Source: an optimization exercise on an open RTL-to-GDS flow (aim: small area, a short achievable clock period and few clock cycles). Production flows keep margins and buffers that such runs may drop. Where RTL was checked, it was by simulation tests only, not by an equivalence proof against the original.

Setup of the reference run:
==> module divider, before the edit <==
module divider
(
    input clk,
    input rst,
    input  logic div_start,
    input logic [2:0] div_op,
    input  logic [31:0] dividend,  
    input  logic [31:0] divisor,  
    output logic [31:0] quotient,  
    output logic [31:0] remainder,  
    output logic div_stall,
    output logic div_done
);
    localparam logic [2:0] S_IDLE = 3'b000, S_PREP = 3'b001, S_ITER = 3'b011,
                           S_FIX  = 3'b101, S_DONE = 3'b010;
    logic [2:0]  state;
    logic [31:0] rq;     
    logic [31:0] rr;     
    logic [31:0] rd;     
    logic [3:0]  cnt;    
    logic        nq;     
    logic        nr;     
    logic [5:0]  lza;    
    logic [5:0]  lzb;    
    logic        bzr;    
    logic [31:0] rq_s, rr_s;
    cneg u_nq (.x(rq), .n(nq), .y(rq_s));
    cneg u_nr (.x(rr), .n(nr), .y(rr_s));
    assign quotient  = rq;
    assign remainder = rr;
    assign div_stall = state[0] | (div_start & ~state[1]);
    assign div_done  = state[1] & ~state[0];
    logic sa_in, sb_in;
    logic [5:0] lza_in, lzb_in;
    assign sa_in = ~div_op[0] & dividend[31];
    assign sb_in = ~div_op[0] & divisor[31];
    lzc32 u_lza (.x(dividend ^ {32{sa_in}}), .n(lza_in));
    lzc32 u_lzb (.x(divisor ^ {32{sb_in}}), .n(lzb_in));
    logic       big;
    logic [4:0] diff;
    logic [3:0] itl;
    logic [4:0] itr;
    assign big  = lzb[5] | (lzb[4:1] == 4'hf);
    logic [6:0] dfull; assign dfull = {1'b0,lzb} + {6'd0, nq} + 7'd2 - {1'b0,lza}; assign diff = dfull[6] ? 5'd0 : dfull[4:0];
    assign itl  = big ? 4'd0 : diff[4:1];
    assign itr  = (big | state[2]) ? 5'b10000 : {1'b0, itl};
    assign bzr  = lzb[5] & ~nr;
    logic [31:0] rot0, rot1, rot2, rot3, rot4, hm;
    assign rot0 = rq_s;
    assign rot1 = itr[0] ? {rot0[1:0],  rot0[31:2]}  : rot0;
    assign rot2 = itr[1] ? {rot1[3:0],  rot1[31:4]}  : rot1;
    assign rot3 = itr[2] ? {rot2[7:0],  rot2[31:8]}  : rot2;
    assign rot4 = itr[3] ? {rot3[15:0], rot3[31:16]} : rot3;
    assign hm = ~(32'hffff_ffff >> {itr, 1'b0});
    logic [33:0] x;
    assign x = {rr, rq[31:30]};
    logic [33:0] t1; logic c1;
    skadd #(34) u_t1 (.a(x), .b(~{2'b0, rd}), .ci(1'b1), .s(t1), .co(c1));
    logic [32:0] t2h; logic c2;
    skadd #(33) u_t2 (.a(x[33:1]), .b(~{1'b0, rd}), .ci(1'b1), .s(t2h), .co(c2));
    logic [34:0] a3, b3, d3, s3, c3, t3;
    logic c3o;
    assign a3 = {1'b0, x};
    assign b3 = ~{2'b0, rd, 1'b0};
    assign d3 = ~{3'b0, rd};
    assign s3 = a3 ^ b3 ^ d3;
    assign c3 = (a3 & b3) | (a3 & d3) | (b3 & d3);
    skadd #(35) u_t3 (.a(s3), .b({c3[33:0], 1'b1}), .ci(1'b1), .s(t3), .co(c3o));
    logic ge1, ge2, ge3;
    assign ge1 = c1;
    assign ge2 = c2;
    assign ge3 = ~t3[34];
    logic [31:0] r_next;
    logic [1:0]  q_dig;
    always_comb begin
        if (ge3)      r_next = t3[31:0];
        else if (ge2) r_next = {t2h[30:0], x[0]};
        else if (ge1) r_next = t1[31:0];
        else          r_next = x[31:0];
        q_dig = {ge2, ge3 | (ge1 & ~ge2)};
    end
    always_ff @(posedge clk) begin
        if (rst) state <= S_IDLE;
        else begin
            case (state)
                S_IDLE: if (div_start) state <= S_PREP;
                S_PREP: state <= (itr != 5'd0) ? S_ITER : (nq ^ nr) | nq ? S_FIX : S_DONE;
                S_ITER: if (cnt == 4'd0) state <= (nq | nr) ? S_FIX : S_DONE;
                S_FIX:  state <= S_DONE;
                default: state <= S_IDLE;
            endcase
        end
    end
    always_ff @(posedge clk) begin
        lza <= lza_in;
        lzb <= lzb_in;
        case (state)
            S_PREP: begin
                rr  <= rot4 & ~hm;
                rq  <= rot4 & hm;
                rd  <= rr_s;
                cnt <= itl - 4'd1;
                nq  <= (nq ^ nr) & ~bzr;
                nr  <= nq;
            end
            S_ITER: begin
                rr  <= r_next;
                rq  <= {rq[29:0], q_dig};
                cnt <= cnt - 4'd1;
            end
            S_FIX: begin
                rr  <= rr_s;
                rq  <= rot4 & hm;
            end
            default: begin
                rr  <= divisor;
                rq  <= dividend;
                nq  <= sa_in;
                nr  <= sb_in;
            end
        endcase
    end
endmodule
clock: 10.0 ns
lec_check: 0
cap_margin: 20
core_margin: 2
core_utilization: 40
place_density: 0.6
setup_slack_margin: 5
slew_margin: 20
run.sh (not shown) runs the stock make flow with config.mk's settings and CLKGATE_MAP_FILE= SYNTH_SCRIPT=/design/flow/synth_recipe.tcl, a recipe that flattens the netlist after the stock synthesis.
Testbench counts of the reference run, summed over its fixed seeds: cycles 16,580.
#### Input delta (the trial run over the reference run)
-- flow/design.v --
<<< the reference run, line 12
    output logic div_done
);
    localparam logic [2:0] S_IDLE = 3'b000, S_PREP = 3'b001, S_ITER = 3'b011,
                           S_FIX  = 3'b101, S_DONE = 3'b010;
    logic [2:0]  state;
    logic [31:0] rq;     
    logic [31:0] rr;     
>>> the trial run, line 12
    output logic div_done
);
    localparam logic [1:0] S_IDLE = 2'b00, S_PREP = 2'b01, S_ITER = 2'b11, S_DONE = 2'b10;
    logic [1:0]  state;
    logic [31:0] rq;     
    logic [31:0] rr;     
<<< the reference run, line 23
    logic [5:0]  lza;    
    logic [5:0]  lzb;    
    logic        bzr;    
    logic [31:0] rq_s, rr_s;
    cneg u_nq (.x(rq), .n(nq), .y(rq_s));
    cneg u_nr (.x(rr), .n(nr), .y(rr_s));
    assign quotient  = rq;
    assign remainder = rr;
    assign div_stall = state[0] | (div_start & ~state[1]);
    assign div_done  = state[1] & ~state[0];
    logic sa_in, sb_in;
    logic [5:0] lza_in, lzb_in;
>>> the trial run, line 22
    logic [5:0]  lza;    
    logic [5:0]  lzb;    
    logic [31:0] rq_s, rr_s;
    cneg u_nq (.x(rq), .n(nq), .y(rq_s));
    cneg u_nr (.x(rr), .n(nr), .y(rr_s));
    assign quotient  = rq_s;
    assign remainder = rr_s;
    assign div_stall = state[0] | (div_start & ~state[1]);
    assign div_done  = (state == S_DONE);
    logic sa_in, sb_in;
    logic [5:0] lza_in, lzb_in;
<<< the reference run, line 37
    lzc32 u_lza (.x(dividend ^ {32{sa_in}}), .n(lza_in));
    lzc32 u_lzb (.x(divisor ^ {32{sb_in}}), .n(lzb_in));
    logic       big;
    logic [4:0] diff;
    logic [3:0] itl;
    logic [4:0] itr;
    assign big  = lzb[5] | (lzb[4:1] == 4'hf);
    logic [6:0] dfull; assign dfull = {1'b0,lzb} + {6'd0, nq} + 7'd2 - {1'b0,lza}; assign diff = dfull[6] ? 5'd0 : dfull[4:0];
    assign itl  = big ? 4'd0 : diff[4:1];
    assign itr  = (big | state[2]) ? 5'b10000 : {1'b0, itl};
    assign bzr  = lzb[5] & ~nr;
    logic [31:0] rot0, rot1, rot2, rot3, rot4, hm;
    assign rot0 = rq_s;
    assign rot1 = itr[0] ? {rot0[1:0],  rot0[31:2]}  : rot0;
    assign rot2 = itr[1] ? {rot1[3:0],  rot1[31:4]}  : rot1;
    assign rot3 = itr[2] ? {rot2[7:0],  rot2[31:8]}  : rot2;
    assign rot4 = itr[3] ? {rot3[15:0], rot3[31:16]} : rot3;
    assign hm = ~(32'hffff_ffff >> {itr, 1'b0});
    logic [33:0] x;
    assign x = {rr, rq[31:30]};
>>> the trial run, line 35
    lzc32 u_lza (.x(dividend ^ {32{sa_in}}), .n(lza_in));
    lzc32 u_lzb (.x(divisor ^ {32{sb_in}}), .n(lzb_in));
    logic       bzero;
    logic [6:0] diff;
    logic [4:0] it;
    assign bzero = lzb[5] & ~nr;
    assign diff = {1'b0, lzb} + {6'd0, nq} + 7'd2 - {1'b0, lza};    
    always_comb begin
        if (bzero || (!diff[6] && diff[5])) it = 5'd16;
        else if (diff[6]) it = 5'd0;
        else it = {1'b0, diff[4:1]};
    end
    logic [31:0] rot0, rot1, rot2, rot3, rot4, hm;
    assign rot0 = rq_s;
    assign rot1 = it[0] ? {rot0[1:0],  rot0[31:2]}  : rot0;
    assign rot2 = it[1] ? {rot1[3:0],  rot1[31:4]}  : rot1;
    assign rot3 = it[2] ? {rot2[7:0],  rot2[31:8]}  : rot2;
    assign rot4 = it[3] ? {rot3[15:0], rot3[31:16]} : rot3;
    assign hm = ~(32'hffff_ffff >> {it, 1'b0});
    logic [33:0] x;
    assign x = {rr, rq[31:30]};
<<< the reference run, line 85
            case (state)
                S_IDLE: if (div_start) state <= S_PREP;
                S_PREP: state <= (itr != 5'd0) ? S_ITER : (nq ^ nr) | nq ? S_FIX : S_DONE;
                S_ITER: if (cnt == 4'd0) state <= (nq | nr) ? S_FIX : S_DONE;
                S_FIX:  state <= S_DONE;
                default: state <= S_IDLE;
            endcase
>>> the trial run, line 84
            case (state)
                S_IDLE: if (div_start) state <= S_PREP;
                S_PREP: state <= (it == 5'd0) ? S_DONE : S_ITER;
                S_ITER: if (cnt == 4'd0) state <= S_DONE;
                default: state <= S_IDLE;
            endcase
<<< the reference run, line 100
                rq  <= rot4 & hm;
                rd  <= rr_s;
                cnt <= itl - 4'd1;
                nq  <= (nq ^ nr) & ~bzr;
                nr  <= nq;
            end
>>> the trial run, line 98
                rq  <= rot4 & hm;
                rd  <= rr_s;
                cnt <= it[3:0] - 4'd1;
                nq  <= (nq ^ nr) & ~bzero;
                nr  <= nq;
            end
<<< the reference run, line 108
                rq  <= {rq[29:0], q_dig};
                cnt <= cnt - 4'd1;
            end
            S_FIX: begin
                rr  <= rr_s;
                rq  <= rot4 & hm;
            end
            default: begin
>>> the trial run, line 106
                rq  <= {rq[29:0], q_dig};
                cnt <= cnt - 4'd1;
            end
            default: begin
--- outcome ---
The trial run reports a lower cell count than the reference run does.
Per the comparison of the trial run with the reference run, area growth from synthesis to layout picked up an extra 6.6 points, adder and majority gate portion of the synthesized area picked up an extra 0.61 points.
Relative to the reference run, the die area measured on the trial run has decreased by a few percent.
The trial run vs. the reference run: final cell utilization of the core went up; number of sinks handled by clock tree synthesis went down.
Delta (the trial run minus the reference run): global-route usage went down by 0.45 points, sequential share of layout area went down 0.26 points, finished layout cell area +1.4%.
Looking only at required time at the worst-slack endpoint, and setting everything else aside, the higher value of the reference run and the trial run goes to the reference run.
Only the layout flow was run in the trial run; the RTL was not checked for function there.

-- static timing again, ports no longer ideal --
In the flow no input, the clock included, has a driving cell. The finished layouts below were timed again as built, in two steps. Step 1 (the two cells are an assumption about what drives the block):
set clk [get_ports {clk}]
set_driving_cell -lib_cell sky130_fd_sc_hd__clkbuf_16 $clk
set_driving_cell -lib_cell sky130_fd_sc_hd__buf_2 [delete_from_list [all_inputs] $clk]
Step 2 times the ports against the registers' clock, not the clock port: input delays grow and output delays shrink by t, the midpoint of the rising clock arrivals with the driver on. a / b / c = ideal / step 1 / step 2; a / b = the first two.
run | t (ns) | slack for setup (ns) | hold slack, ns | latest minus earliest clock arrival (ns)
the reference run | 0.495 | 5.076 / 5.076 / 4.645 | 0.624 / 0.624 / 0.624 | 0.018 / 0.017
the trial run | 0.500 | 3.744 / 3.688 / 4.188 | 0.556 / 0.556 / 0.556 | 0.010 / 0.009
After both steps every run listed still meets setup and hold. For the reference run, which loses most, drivers alone change the setup slack by 0.000 ns; drivers and shift together by -0.431 ns.
